This design comes from an exercise in tuning for small area and a short achievable clock period on the open sky130 flow, not from production work.
Function was checked by simulation only, so behaviour that the tests miss may differ from the original.

Setup of north:
==> module fadd, before the edit <==
module fadd (
    input  wire [31:0] a,
    input  wire [31:0] b,
    input  wire        sub,
    output wire [31:0] r
);
  wire        sa = a[31];
  wire        sb = b[31] ^ sub;
  wire [30:0] dummy0;
  wire        gt;
  cmpgt31 cmp(.a(a[30:0]), .b(b[30:0]), .gt(gt));
  wire [30:0] big = gt ? a[30:0] : b[30:0];
  wire [22:0] smm = gt ? b[22:0] : a[22:0];
  wire [30:23] sml;
  wire [7:0]  se = gt ? b[30:23] : a[30:23];
  wire [7:0]  d; wire dco1;
  radd #(8) ed0(.a(big[30:23]), .b(~se), .ci(1'b1), .s(d), .co(dco1));
  wire [23:0] al  = (|d[7:5]) ? 24'd0 : ({1'b1, smm} >> d[4:0]);
  wire        es  = sa ^ sb;
  wire [24:0] s; wire sco;
  csel3 ad(.a({2'b01, big[22:0]}), .b({1'b0, al} ^ {25{es}}), .ci(es), .s(s));
  wire        z16 = ~|s[24:9];
  wire [24:0] n1  = z16 ? {s[8:0], 16'd0} : s;
  wire        z8  = ~|n1[24:17];
  wire [24:0] n2  = z8 ? {n1[16:0], 8'd0} : n1;
  wire        z4  = ~|n2[24:21];
  wire [24:0] n3  = z4 ? {n2[20:0], 4'd0} : n2;
  wire        z2  = ~|n3[24:23];
  wire [24:0] n4  = z2 ? {n3[22:0], 2'd0} : n3;
  wire        z1  = ~n4[24];
  wire [24:0] n5  = z1 ? {n4[23:0], 1'd0} : n4;
  wire [4:0]  z   = {z16, z8, z4, z2, z1};
  wire [9:0]  ed; wire edco;
  radd #(10) ed1(.a({2'b00, big[30:23]}), .b(~{5'd0, z}), .ci(1'b1), .s(ed), .co(edco));
  wire [9:0]  ee = ed + 10'd1;
  wire [30:0] mag = ee[9] ? 31'd0 : {ee[7:0], n5[23:1]};
  wire zero = ~|s;
  wire sign = sa ^ (~gt & es);
  assign r = zero ? 32'd0 : {sign, mag};
endmodule
==> module fadd_a, before the edit <==
module fadd_a (
    input  wire [31:0] a,
    input  wire [31:0] b,
    input  wire        sub,
    output wire [33:0] m
);
  wire        sa = a[31];
  wire        sb = b[31] ^ sub;
  wire [30:0] dummy0;
  wire        gt;
  cmpgt31 cmp(.a(a[30:0]), .b(b[30:0]), .gt(gt));
  wire [30:0] big = gt ? a[30:0] : b[30:0];
  wire [22:0] smm = gt ? b[22:0] : a[22:0];
  wire [7:0]  se = gt ? b[30:23] : a[30:23];
  wire [7:0]  d; wire dco1;
  radd #(8) ed0(.a(big[30:23]), .b(~se), .ci(1'b1), .s(d), .co(dco1));
  wire [23:0] al = (|d[7:5]) ? 24'd0 : ({1'b1, smm} >> d[4:0]);
  wire        es = sa ^ sb;
  wire [24:0] s; wire sco;
  csel2 #(13,12) ad(.a({2'b01, big[22:0]}), .b({1'b0, al} ^ {25{es}}), .ci(es), .s(s));
  assign m = {sa ^ (~gt & es), big[30:23], s};
endmodule
==> flow/config.mk <==
export PLATFORM = sky130hd
export DESIGN_NAME = FFT_R4_16p
export DESIGN_NICKNAME = FFT_R4_16p
export VERILOG_FILES = /design/flow/design.v
export SDC_FILE = /design/flow/constraint.sdc
export NUM_CORES = 8
export LEC_CHECK = 0
export ABC_AREA = 1
export CAP_MARGIN = 50
export CORE_MARGIN = 2
export CORE_UTILIZATION = 40
export CTS_CLUSTER_DIAMETER = 60
export CTS_CLUSTER_SIZE = 30
export PLACE_DENSITY = 0.45
export SLEW_MARGIN = 20
==> flow/constraint.sdc <==
create_clock -name core_clock -period 100.0 [get_ports {clk}]
set_input_delay 20.0000 -clock core_clock [delete_from_list [all_inputs] [get_ports {clk}]]
set_output_delay 20.0000 -clock core_clock [all_outputs]
set_load 0.01 [all_outputs]
standard.sh (not shown) runs the stock make flow with config.mk's settings and CLKGATE_MAP_FILE= SYNTH_SCRIPT=/design/flow/synth_recipe.tcl, a recipe that flattens the netlist after the stock synthesis.
==> flow/flow/run.sh <==
#!/bin/bash
# Own layout flow: the standard flow (standard.sh) with these changes to
# how the layout is made:
#  - synthesis is ORFS's, run through synth_recipe.tcl as standard (so
#    -nofsm -noshare, flattening and renaming as standard), with one change:
#    ABC maps the combinational logic with flow/abc_area.script (area-
#    oriented amap) instead of ORFS's abc_area.script. Registers are mapped
#    before ABC, as in the standard synthesis, so they keep their names,
#    count and cell types;
#  - the port buffers are buf_4 cells instead of the resizer's default pick;
#  - timing repair (floorplan, CTS, global route) works to a setup slack
#    margin, so that it speeds up the slowest paths although the 100 ns
#    clock is met anyway. The SDC (clock period, I/O delays) is the standard flow's.
# Each tool's full output goes to a log file in this folder.
set -euo pipefail
HERE=$(pwd)
rm -rf "$HERE/scripts_abc"
cp -r "$FLOW_HOME/scripts" "$HERE/scripts_abc"
cp "$HERE/flow/abc_area.script" "$HERE/scripts_abc/abc_area.script"
SCRIPTS_DIR="$HERE/scripts_abc" bash standard.sh synth > synth.log 2>&1
export BUFFER_PORTS_ARGS="-buffer_cell sky130_fd_sc_hd__buf_4"
export SETUP_SLACK_MARGIN=78.4
bash standard.sh > layout.log 2>&1
==> flow/flow/abc_area.script <==
&get -n
&st
&syn3
&dch -f
&put
amap
strash
dch -f
amap
topo
stime -c
buffer -c
upsize -c
dnsize -c
What south does differently from north at the input level:
diff --git a/flow/design.v b/flow/design.v
--- a/flow/design.v
+++ b/flow/design.v
@@ -49,23 +49,23 @@
     output wire [31:0] r
 );
   wire        sa = a[31];
   wire        sb = b[31] ^ sub;
   wire [30:0] dummy0;
   wire        gt;
-  cmpgt31 cmp(.a(a[30:0]), .b(b[30:0]), .gt(gt));
+  radd #(31) cmp(.a(a[30:0]), .b(~b[30:0]), .ci(1'b0), .s(dummy0), .co(gt));
   wire [30:0] big = gt ? a[30:0] : b[30:0];
   wire [22:0] smm = gt ? b[22:0] : a[22:0];
   wire [30:23] sml;
   wire [7:0]  se = gt ? b[30:23] : a[30:23];
   wire [7:0]  d; wire dco1;
   radd #(8) ed0(.a(big[30:23]), .b(~se), .ci(1'b1), .s(d), .co(dco1));
   wire [23:0] al  = (|d[7:5]) ? 24'd0 : ({1'b1, smm} >> d[4:0]);
   wire        es  = sa ^ sb;
   wire [24:0] s; wire sco;
-  csel3 ad(.a({2'b01, big[22:0]}), .b({1'b0, al} ^ {25{es}}), .ci(es), .s(s));
+  csel2 #(13,12) ad(.a({2'b01, big[22:0]}), .b({1'b0, al} ^ {25{es}}), .ci(es), .s(s));
   wire        z16 = ~|s[24:9];
   wire [24:0] n1  = z16 ? {s[8:0], 16'd0} : s;
   wire        z8  = ~|n1[24:17];
   wire [24:0] n2  = z8 ? {n1[16:0], 8'd0} : n1;
   wire        z4  = ~|n2[24:21];
   wire [24:0] n3  = z4 ? {n2[20:0], 4'd0} : n2;
@@ -89,22 +89,22 @@
     output wire [33:0] m
 );
   wire        sa = a[31];
   wire        sb = b[31] ^ sub;
   wire [30:0] dummy0;
   wire        gt;
-  cmpgt31 cmp(.a(a[30:0]), .b(b[30:0]), .gt(gt));
+  radd #(31) cmp(.a(a[30:0]), .b(~b[30:0]), .ci(1'b0), .s(dummy0), .co(gt));
   wire [30:0] big = gt ? a[30:0] : b[30:0];
   wire [22:0] smm = gt ? b[22:0] : a[22:0];
   wire [7:0]  se = gt ? b[30:23] : a[30:23];
   wire [7:0]  d; wire dco1;
   radd #(8) ed0(.a(big[30:23]), .b(~se), .ci(1'b1), .s(d), .co(dco1));
   wire [23:0] al = (|d[7:5]) ? 24'd0 : ({1'b1, smm} >> d[4:0]);
   wire        es = sa ^ sb;
   wire [24:0] s; wire sco;
-  csel2 #(13,12) ad(.a({2'b01, big[22:0]}), .b({1'b0, al} ^ {25{es}}), .ci(es), .s(s));
+  radd #(25) ad(.a({2'b01, big[22:0]}), .b({1'b0, al} ^ {25{es}}), .ci(es), .s(s), .co(sco));
   assign m = {sa ^ (~gt & es), big[30:23], s};
 endmodule
 module fadd_b (
     input  wire [33:0] m,
     output wire [31:0] r
 );
Findings:
- Sort south and north by proportion of synthesized chip area in sequential cells asc -> top: north
- As of south, top achievable clock speed had risen slightly compared to north.
- south has met2 usage in global routing above what north had.
- | final worst slack | lower: north |
- The die area in south sits about 3.3% below the value recorded for north.

## separate check: timing with driven ports
The flow's constraints put no driver on any port. The routed layouts listed below were extracted and timed again, unchanged, in two steps.
Step 1 (the two cells are an assumption about what drives the block):
set clk [get_ports {clk}]
set_driving_cell -lib_cell sky130_fd_sc_hd__clkbuf_16 $clk
set_driving_cell -lib_cell sky130_fd_sc_hd__buf_2 [delete_from_list [all_inputs] $clk]
Step 2 also shifts input and output timing later by t, the mid clock arrival at the registers, as if the neighbouring blocks saw the same clock.
Three values: ideal ports, drivers, drivers and shift; two values: the first two.
| run | t, ns | slack for setup (ns) | worst register clock-pin slew, ns |
|---|---|---|---|
| north | 1.077 | 78.332 / 78.216 / 78.780 | 0.10 / 0.10 |
| south | 1.051 | 78.402 / 78.293 / 78.542 | 0.10 / 0.10 |
After both steps setup and hold are still met in every run listed.
